Background: an optimization exercise with open tools, aiming at small area, a short achievable clock period and few clock cycles per item. Do not read the settings as production practice.
Where RTL was checked, it was by simulation tests only, not by an equivalence proof against the original.

==> run a: inputs <==
==> flow/design.v <==
`timescale 1ns / 1ps
module restoringDividerFinal (
    input  logic        clk,
    input  logic        rst,
    input  logic        start,
    input  logic        toggle,
    input  logic        push,
    input  logic [15:0] user_input,
    output logic        valid,
    output logic [6:0]  seg,
    output logic [7:0]  an,
    output logic [15:0] quotient,
    output logic [15:0] remainder
);
    function automatic logic [3:0] msb_pos(input logic [15:0] v);
        logic [7:0] v8;
        logic [3:0] v4;
        logic [1:0] v2;
        msb_pos[3] = |v[15:8];
        v8 = msb_pos[3] ? v[15:8] : v[7:0];
        msb_pos[2] = |v8[7:4];
        v4 = msb_pos[2] ? v8[7:4] : v8[3:0];
        msb_pos[1] = |v4[3:2];
        v2 = msb_pos[1] ? v4[3:2] : v4[1:0];
        msb_pos[0] = v2[1];
    endfunction
    logic [15:0] divisor, dividend;
    logic [3:0]  pb, pa;            
    always_ff @(posedge clk or posedge rst) begin
        if (rst) begin
            divisor  <= 16'd0;
            dividend <= 16'd0;
            pb       <= 4'd0;
            pa       <= 4'd0;
        end else if (push) begin
            if (toggle) begin
                divisor <= user_input;
                pb      <= msb_pos(user_input);
            end else begin
                dividend <= user_input;
                pa       <= msb_pos(user_input);
            end
        end
    end
    logic [15:0] rem_reg;           
    logic [15:0] quo_reg;           
    logic        abit;              
    logic [3:0]  count;             
    logic        busy;
    logic [4:0]  m_diff;            
    logic [3:0]  m;                 
    logic        zero_q;            
    logic [15:0] init_rem;
    always_comb begin
        m_diff   = {1'b0, pa} - {1'b0, pb};
        m        = m_diff[3:0];
        zero_q   = m_diff[4] || (divisor == 16'd0);
        init_rem = zero_q ? dividend : ((dividend >> 1) >> m);
    end
    logic [16:0] shifted;
    logic [16:0] bg, bp;            
    logic [16:0] borrow;            
    logic [15:0] diff;
    logic        qbit;
    logic [3:0]  next_index;
    always_comb begin
        logic [16:0] g, p;
        shifted = {rem_reg, abit};
        bg = ~shifted & {1'b0, divisor};
        bp = ~(shifted ^ {1'b0, divisor});
        g = bg;
        p = bp;
        for (int d = 1; d < 17; d = d * 2) begin
            for (int i = 16; i >= d; i--) begin
                g[i] = g[i] | (p[i] & g[i-d]);
                p[i] = p[i] & p[i-d];
            end
        end
        borrow     = {g[15:0], 1'b0};
        diff       = shifted[15:0] ^ divisor ^ borrow[15:0];
        qbit       = ~g[16];
        next_index = busy ? count - 4'd1 : m;
    end
    always_ff @(posedge clk) begin
        if (busy) begin
            rem_reg <= qbit ? diff : shifted[15:0];
            quo_reg <= {quo_reg[14:0], qbit};
            count   <= count - 4'd1;
        end else begin
            rem_reg <= init_rem;
            quo_reg <= 16'd0;
            count   <= m;
        end
        abit <= dividend[next_index];
    end
    always_ff @(posedge clk or posedge rst) begin
        if (rst) begin
            busy  <= 1'b0;
            valid <= 1'b0;
        end else if (busy) begin
            busy  <= (count != 4'd0);
            valid <= (count == 4'd0);
        end else begin
            busy  <= start && !zero_q;
            valid <= start && zero_q;
        end
    end
    assign remainder = rem_reg;
    assign quotient  = quo_reg;
    logic [31:0] shown, shown_next;     
    logic [3:0]  div_count;             
    logic        phase;
    logic        scan_tick;             
    logic [7:0]  an_next;
    logic [3:0]  digit_next;
    logic [6:0]  seg_next;
    always_comb begin
        shown_next = valid ? {quotient, remainder} : shown;
        an_next    = scan_tick ? {an[6:0], an[7]} : an;
        digit_next = 4'd0;
        for (int i = 0; i < 8; i++)
            digit_next = digit_next | (shown_next[i*4 +: 4] & {4{~an_next[i]}});
        case (digit_next)
            4'h0: seg_next = 7'b1000000;
            4'h1: seg_next = 7'b1111001;
            4'h2: seg_next = 7'b0100100;
            4'h3: seg_next = 7'b0110000;
            4'h4: seg_next = 7'b0011001;
            4'h5: seg_next = 7'b0010010;
            4'h6: seg_next = 7'b0000010;
            4'h7: seg_next = 7'b1111000;
            4'h8: seg_next = 7'b0000000;
            4'h9: seg_next = 7'b0011000;
            4'hA: seg_next = 7'b0001000;
            4'hB: seg_next = 7'b0000011;
            4'hC: seg_next = 7'b1000110;
            4'hD: seg_next = 7'b0100001;
            4'hE: seg_next = 7'b0000110;
            default: seg_next = 7'b0001110;
        endcase
    end
    always_ff @(posedge clk or posedge rst) begin
        if (rst) begin
            shown     <= 32'd0;
            div_count <= 4'd0;
            phase     <= 1'b0;
            scan_tick <= 1'b0;
            an        <= 8'b11111110;
            seg       <= 7'b1000000;
        end else begin
            shown <= shown_next;
            if (div_count == 4'd10) begin
                div_count <= 4'd0;
                phase     <= ~phase;
            end else begin
                div_count <= div_count + 4'd1;
            end
            scan_tick <= (div_count == 4'd9) && !phase;
            an  <= an_next;
            seg <= seg_next;
        end
    end
endmodule
==> flow/run.sh <==
#!/bin/bash
# synth_recipe.tcl (not shown) runs the flow's synth.tcl, then flattens the netlist and writes it again
# the make line also repeats each setting of config.mk as NAME=value (left out here)
make -C /OpenROAD-flow-scripts/flow DESIGN_CONFIG=/design/flow/config.mk WORK_HOME=/design/flow/orfs CLKGATE_MAP_FILE= SYNTH_SCRIPT=/design/flow/synth_recipe.tcl finish
==> flow/config.mk <==
export PLATFORM = sky130hd
export DESIGN_NAME = restoringDividerFinal
export DESIGN_NICKNAME = restoringDividerFinal
export VERILOG_FILES = /design/flow/design.v
export SDC_FILE = /design/flow/constraint.sdc
export NUM_CORES = 4
export LEC_CHECK = 0
export CAP_MARGIN = 20
export CORE_MARGIN = 2
export CORE_UTILIZATION = 60
export SETUP_SLACK_MARGIN = 2.2
export SLEW_MARGIN = 20
==> flow/constraint.sdc <==
create_clock -name core_clock -period 4.0 [get_ports {clk}]
set_input_delay 0.8000 -clock core_clock [delete_from_list [all_inputs] [get_ports {clk}]]
set_output_delay 0.8000 -clock core_clock [all_outputs]
set_load 0.01 [all_outputs]
==> inputs of run b, as changes to run a <==
--- a/flow/design.v
+++ b/flow/design.v
@@ -47,43 +47,49 @@
     logic        abit;              
     logic [3:0]  count;             
     logic        busy;
-    logic [4:0]  m_diff;            
     logic [3:0]  m;                 
     logic        zero_q;            
     logic [15:0] init_rem;
     always_comb begin
-        m_diff   = {1'b0, pa} - {1'b0, pb};
-        m        = m_diff[3:0];
-        zero_q   = m_diff[4] || (divisor == 16'd0);
-        init_rem = zero_q ? dividend : ((dividend >> 1) >> m);
+        logic [4:0]  bw;            
+        logic [15:0] sh;
+        bw[0] = 1'b0;
+        for (int i = 0; i < 4; i++) begin
+            m[i]    = pa[i] ^ pb[i] ^ bw[i];
+            bw[i+1] = (~pa[i] & pb[i]) | (~(pa[i] ^ pb[i]) & bw[i]);
+        end
+        zero_q = bw[4] || (divisor == 16'd0);
+        sh = {1'b0, dividend[15:1]};
+        if (m[0]) sh = {1'b0, sh[15:1]};
+        if (m[1]) sh = {2'b0, sh[15:2]};
+        if (m[2]) sh = {4'b0, sh[15:4]};
+        if (m[3]) sh = {8'b0, sh[15:8]};
+        init_rem = zero_q ? dividend : sh;
     end
     logic [16:0] shifted;
-    logic [16:0] bg, bp;            
     logic [16:0] borrow;            
-    logic [15:0] diff;
+    logic [15:0] rem_sub;           
     logic        qbit;
     logic [3:0]  next_index;
     always_comb begin
-        logic [16:0] g, p;
+        logic [16:0] g, t;
         shifted = {rem_reg, abit};
-        bg = ~shifted & {1'b0, divisor};
-        bp = ~(shifted ^ {1'b0, divisor});
-        g = bg;
-        p = bp;
+        g = ~shifted & {1'b0, divisor};       
+        t = ~shifted | {1'b0, divisor};       
         for (int d = 1; d < 17; d = d * 2) begin
             for (int i = 16; i >= d; i--) begin
-                g[i] = g[i] | (p[i] & g[i-d]);
-                p[i] = p[i] & p[i-d];
+                g[i] = g[i] | (t[i] & g[i-d]);
+                t[i] = t[i] & t[i-d];
             end
         end
         borrow     = {g[15:0], 1'b0};
-        diff       = shifted[15:0] ^ divisor ^ borrow[15:0];
         qbit       = ~g[16];
+        rem_sub    = shifted[15:0] ^ ({16{qbit}} & (divisor ^ borrow[15:0]));
         next_index = busy ? count - 4'd1 : m;
     end
     always_ff @(posedge clk) begin
         if (busy) begin
-            rem_reg <= qbit ? diff : shifted[15:0];
+            rem_reg <= rem_sub;
             quo_reg <= {quo_reg[14:0], qbit};
             count   <= count - 4'd1;
         end else begin
@@ -107,7 +113,7 @@
     end
     assign remainder = rem_reg;
     assign quotient  = quo_reg;
-    logic [31:0] shown, shown_next;     
+    logic [31:0] shown;                 
     logic [3:0]  div_count;             
     logic        phase;
     logic        scan_tick;             
@@ -115,11 +121,17 @@
     logic [3:0]  digit_next;
     logic [6:0]  seg_next;
     always_comb begin
-        shown_next = valid ? {quotient, remainder} : shown;
-        an_next    = scan_tick ? {an[6:0], an[7]} : an;
-        digit_next = 4'd0;
-        for (int i = 0; i < 8; i++)
-            digit_next = digit_next | (shown_next[i*4 +: 4] & {4{~an_next[i]}});
+        logic [3:0] new_digit, old_digit;
+        an_next   = scan_tick ? {an[6:0], an[7]} : an;
+        new_digit = 4'd0;
+        old_digit = 4'd0;
+        for (int i = 0; i < 4; i++) begin
+            new_digit = new_digit | (remainder[i*4 +: 4] & {4{~an_next[i]}})
+                                  | (quotient[i*4 +: 4]  & {4{~an_next[i+4]}});
+            old_digit = old_digit | (shown[i*4 +: 4]      & {4{~an_next[i]}})
+                                  | (shown[i*4+16 +: 4]   & {4{~an_next[i+4]}});
+        end
+        digit_next = valid ? new_digit : old_digit;
         case (digit_next)
             4'h0: seg_next = 7'b1000000;
             4'h1: seg_next = 7'b1111001;
@@ -148,7 +160,7 @@
             an        <= 8'b11111110;
             seg       <= 7'b1000000;
         end else begin
-            shown <= shown_next;
+            if (valid) shown <= {quotient, remainder};
             if (div_count == 4'd10) begin
                 div_count <= 4'd0;
                 phase     <= ~phase;
==> flow/flow/run.sh (new file) <==
#!/bin/bash
# The standard ORFS flow (standard.sh) with two changes:
#  - synthesis does not extract full/half adder cells (ABC maps that logic)
#  - port buffers are buf_1 cells (the resizer upsizes those that timing needs)
# make's full output goes to flow.log; ORFS keeps each step's log under orfs/logs.
bash standard.sh ADDER_MAP_FILE= "BUFFER_PORTS_ARGS=-buffer_cell sky130_fd_sc_hd__buf_1" finish > flow.log 2>&1
==> flow/standard.sh (new file) <==
#!/bin/bash
# synth_recipe.tcl (not shown) runs the flow's synth.tcl, then flattens the netlist and writes it again
# the make line also repeats each setting of config.mk as NAME=value (left out here)
make -C /OpenROAD-flow-scripts/flow DESIGN_CONFIG=/design/flow/config.mk WORK_HOME=/design/flow/orfs CLKGATE_MAP_FILE= SYNTH_SCRIPT=/design/flow/synth_recipe.tcl "${@:-finish}"
--- a/flow/config.mk
+++ b/flow/config.mk
@@ -5,8 +5,9 @@
 export SDC_FILE = /design/flow/constraint.sdc
 export NUM_CORES = 4
 export LEC_CHECK = 0
+export ABC_AREA = 1
 export CAP_MARGIN = 20
 export CORE_MARGIN = 2
 export CORE_UTILIZATION = 60
-export SETUP_SLACK_MARGIN = 2.2
+export SETUP_SLACK_MARGIN = 2.0
 export SLEW_MARGIN = 20
removed: flow/run.sh
==> comparison <==
Between run b and run a, the lower core utilization is in run b (gap 13 points). In run a the die area is lower than in run b, by about 8%. Of run a and run b, run b has the higher final cell count (gap about 30%, measured against run b). Against run a, the maximum frequency of run b is higher by 38%. Of run b and run a, run b has the higher sequential share of layout area (gap 1.6 points).
Testbench counts of run b, summed over its fixed seeds: cycles 12,627, items 2,400.
Function not checked in run a: the RTL went through the layout flow alone.

==> static timing again, ports no longer ideal <==
In the flow no input, the clock included, has a driving cell. The finished layouts below were timed again as built, in two steps.
Step 1, drivers: a clkbuf_16 drives clk and a buf_2 each remaining input, both assumed.
Step 2 adds t to the input delays and takes it off the output delays; t is the mean of the earliest and latest rising clock arrival at the registers after step 1. Input paths then give back, and output paths get back, about the clock's delay inside the block.
Slacks: no drivers / after step 1 / after step 2; pairs: no drivers / after step 1.
run	t (ns)	slack for setup (ns)	worst setup path at the end
run a	0.463	1.271 / 1.271 / 1.271	register to register
run b	0.466	2.023 / 1.995 / 1.684	input to register
After both steps every run listed still meets setup and hold. The setup slack of run b, which loses most, moves by -0.028 ns with the drivers and by -0.339 ns with both steps.
